Context: an optimization exercise on an open-source flow, tuned for small area. The choices shown serve that exercise and are no tape-out recipe.
Where RTL was checked, it was by simulation tests only, not by an equivalence proof against the original.
No activity file was given, so power comes from the tool's default toggle rates.

## sdio_device_stack
module sdio_device_stack (
  input                     sdio_clk,
  input                     sdio_clk_x2,
  input                     rst,
  output                    o_mem_en,
  output          [7:0]     o_func_enable,           
  input           [7:0]     i_func_ready,            
  output          [2:0]     o_func_abort_stb,
  input           [7:0]     i_func_exec_status,
  input           [7:0]     i_func_ready_for_data,
  output                    o_fbr1_csa_en,
  output          [3:0]     o_fbr1_pwr_mode,
  output          [15:0]    o_fbr1_block_size,
  output                    o_fbr2_csa_en,
  output          [3:0]     o_fbr2_pwr_mode,
  output          [15:0]    o_fbr2_block_size,
  output                    o_fbr3_csa_en,
  output          [3:0]     o_fbr3_pwr_mode,
  output          [15:0]    o_fbr3_block_size,
  output                    o_fbr4_csa_en,
  output          [3:0]     o_fbr4_pwr_mode,
  output          [15:0]    o_fbr4_block_size,
  output                    o_fbr5_csa_en,
  ...
clock: 10.0 ns
lec_check: 0
cap_margin: 20
core_margin: 2
core_utilization: 65
slew_margin: 20
standard.sh (not shown) runs the stock make flow with config.mk's settings and CLKGATE_MAP_FILE= SYNTH_SCRIPT=/design/flow/synth_recipe.tcl, a recipe that flattens the netlist after the stock synthesis.
==> flow/flow/run.sh <==
#!/bin/bash
# The standard ORFS layout (standard.sh, unchanged synthesis), with two
# layout settings changed:
#  - the port buffers that buffer_ports inserts on every input and output are
#    the smallest buffer cell instead of the default clkdlybuf4s50_1;
#  - clock-tree leaf clusters are larger (fewer leaf buffers) and no dummy
#    loads are added for balancing;
#  - tie cells are not split per load: the one constant driver synthesis
#    makes drives all constant-0 outputs.
# The full make output goes to standard_flow.log in the work folder; ORFS
# keeps its per-step logs under orfs/logs.
set -euo pipefail
bash standard.sh \
  "BUFFER_PORTS_ARGS=-buffer_cell sky130_fd_sc_hd__buf_1" \
  "CTS_ARGS=-sink_clustering_enable -repair_clock_nets -sink_clustering_size 25 -sink_clustering_max_diameter 100 -dont_use_dummy_load" \
  "SKIP_REPAIR_TIE_FANOUT=1" \
  finish > standard_flow.log 2>&1
Change:
--- a/flow/flow/run.sh
+++ b/flow/flow/run.sh
@@ -16,2 +16,3 @@
   "SKIP_REPAIR_TIE_FANOUT=1" \
+  "REMOVE_ABC_BUFFERS=1" \
   finish > standard_flow.log 2>&1
--- a/flow/config.mk
+++ b/flow/config.mk
@@ -9,3 +9,4 @@
 export CORE_MARGIN = 2
-export CORE_UTILIZATION = 65
+export CORE_UTILIZATION = 60
+export GPL_TIMING_DRIVEN = 0
 export SLEW_MARGIN = 20
=> Area after synthesis is unchanged; critical path depth grows by 1; combinational power shrinks by a few percent; synthesized cell count is unchanged; final area grows slightly.
Change:
--- a/flow/flow/run.sh
+++ b/flow/flow/run.sh
@@ -6,5 +6,3 @@
 #  - clock-tree leaf clusters are larger (fewer leaf buffers) and no dummy
-#    loads are added for balancing;
-#  - tie cells are not split per load: the one constant driver synthesis
-#    makes drives all constant-0 outputs.
+#    loads are added for balancing.
 # The full make output goes to standard_flow.log in the work folder; ORFS
@@ -16,3 +14,2 @@
   "SKIP_REPAIR_TIE_FANOUT=1" \
-  "REMOVE_ABC_BUFFERS=1" \
   finish > standard_flow.log 2>&1
--- a/flow/config.mk
+++ b/flow/config.mk
@@ -10,3 +10,2 @@
 export CORE_UTILIZATION = 60
-export GPL_TIMING_DRIVEN = 0
 export SLEW_MARGIN = 20
Total power rises by 0.91%. Register-to-register slack gains 0.29 ns. Global-route usage is higher by 1.4 points.
Change:
==> flow/run.sh (new file) <==
#!/bin/bash
# synth_recipe.tcl (not shown) runs the flow's synth.tcl, then flattens the netlist and writes it again
# the make line also repeats each setting of config.mk as NAME=value (left out here)
make -C /OpenROAD-flow-scripts/flow DESIGN_CONFIG=/design/flow/config.mk WORK_HOME=/design/flow/orfs CLKGATE_MAP_FILE= SYNTH_SCRIPT=/design/flow/synth_recipe.tcl finish
removed: flow/flow/run.sh
removed: flow/standard.sh
Effect:
- worst setup slack is better by 0.18 ns
- die area does not change
- sequential share of layout area decreases by 4.4 points

Another version of the RTL of sdio_device_stack (not shown whole).
For scale: ~3,400 cells after synthesis, about 420 I/O pins, about 28,000 sq um of cells after synthesis.
export LEC_CHECK = 0
export CAP_MARGIN = 20
export CORE_MARGIN = 2
export CORE_UTILIZATION = 40
export SLEW_MARGIN = 20
create_clock -name core_clock -period 10.0 [get_ports {sdio_clk}]
run.sh (not shown) runs the stock make flow with config.mk's settings and CLKGATE_MAP_FILE= SYNTH_SCRIPT=/design/flow/synth_recipe.tcl, a recipe that flattens the netlist after the stock synthesis.
Stock flow here: none of the scripts above is used.
==> next run, changes <==
==> flow/flow/run.sh (new file) <==
#!/bin/bash
# Standard ORFS layout, with the port buffers made of the smallest buffer cell
# and clock-tree leaf clusters sized for fewer, larger clusters.
set -euo pipefail
bash standard.sh "BUFFER_PORTS_ARGS=-buffer_cell sky130_fd_sc_hd__buf_1" \
  "CTS_ARGS=-sink_clustering_enable -repair_clock_nets -sink_clustering_size 30 -sink_clustering_max_diameter 120 -dont_use_dummy_load" \
  finish > standard_flow.log 2>&1
==> flow/standard.sh (new file) <==
#!/bin/bash
# synth_recipe.tcl (not shown) runs the flow's synth.tcl, then flattens the netlist and writes it again
# the make line also repeats each setting of config.mk as NAME=value (left out here)
make -C /OpenROAD-flow-scripts/flow DESIGN_CONFIG=/design/flow/config.mk WORK_HOME=/design/flow/orfs CLKGATE_MAP_FILE= SYNTH_SCRIPT=/design/flow/synth_recipe.tcl "${@:-finish}"
removed: flow/run.sh
Outcome: The new run produced a clean layout. Wire length fell by 1.2%. Global-route usage fell by 0.35 points. Total power fell by 25%. Core utilization fell by 4.6 points. Final cell count fell by 1.8%. Synthesized cell count is unchanged. Clock-buffer cell count fell by 54. Die area stays the same. Design area fell by 9.6%.
No run of this note included a check of the RTL's function; only the layout flow was run.

Another version of the RTL of sdio_device_stack (not shown whole).
Size: ~3700 cells after synthesis, about 580 flip-flops, roughly 30000 sq um of cells after synthesis.
clock: 10.0 ns
lec_check: 0
cap_margin: 20
core_margin: 2
core_utilization: 60
cts_buf_list: sky130_fd_sc_hd__clkbuf_2 sky130_fd_sc_hd__clkbuf_4
slew_margin: 20
Stock flow here: none of the scripts above is used.
The baseline completed with no timing, DRC or antenna violations.
Change:
CORE_UTILIZATION = 40   (was 60)
CTS_BUF_LIST = sky130_fd_sc_hd__clkbuf_4 sky130_fd_sc_hd__clkbuf_8   (was sky130_fd_sc_hd__clkbuf_2 sky130_fd_sc_hd__clkbuf_4)
Result: The new run ran to the end with no violations. Clock-buffer cell count drops by 60. Cell count rises by 4.8%. Total power climbs by 5.3%. Sequential share of layout area fell by 0.70 points. Area after synthesis does not change. Die area went up by 49%. Setup slack loses 0.020 ns.
No functional check of the RTL was part of any run of this note.

==> port drivers added, routing unchanged <==
No port has a modelled driver above. Below, the same layouts with a new extraction and two added sets of constraints. Step 1: set_driving_cell puts a clkbuf_16 on sdio_clk and a buf_2 on each other input, an assumption about the parent block. Step 2, shift: input delay + t, output delay - t, t = (earliest + latest rising clock arrival at the registers) / 2. This alone moves slack from input paths to output paths. Three values: ideal, step 1, step 2; two values: the first two.
| run | shift t [ns] | setup WS [ns] | worst hold slack (ns) | worst register clock-pin slew, ns | pins driven straight from the clock port |
|---|---|---|---|---|---|
| the first run of note 1 | 0.628 | 4.195 / 4.147 / 4.147 | 0.417 / 0.417 / 0.417 | 0.11 / 0.11 | 1 |
| the second run of note 1 | 0.622 | 3.684 / 3.661 / 3.661 | 0.421 / 0.421 / 0.421 | 0.11 / 0.11 | 1 |
| the third run of note 1 | 0.633 | 3.487 / 3.443 / 3.443 | 0.425 / 0.425 / 0.425 | 0.11 / 0.11 | 1 |
| the fourth run of note 1 | 0.656 | 3.669 / 3.632 / 3.632 | 0.437 / 0.437 / 0.437 | 0.07 / 0.07 | 1 |
| the first run of note 2 | 0.684 | 3.514 / 3.479 / 3.474 | 0.412 / 0.412 / 0.412 | 0.07 / 0.07 | 1 |
| the second run of note 2 | 0.640 | 3.822 / 3.864 / 3.224 | 0.451 / 0.451 / 0.451 | 0.12 / 0.12 | 1 |
| the first run of note 3 | 1.037 | 3.472 / 3.414 / 3.448 | 0.410 / 0.410 / 0.410 | 0.08 / 0.08 | 1 |
| the second run of note 3 | 0.768 | 3.452 / 3.409 / 3.409 | 0.414 / 0.414 / 0.414 | 0.07 / 0.07 | 1 |
After both steps every run listed still meets setup and hold. For the second run of note 2, which loses most, drivers alone change the setup slack by +0.042 ns; drivers and shift together by -0.598 ns.
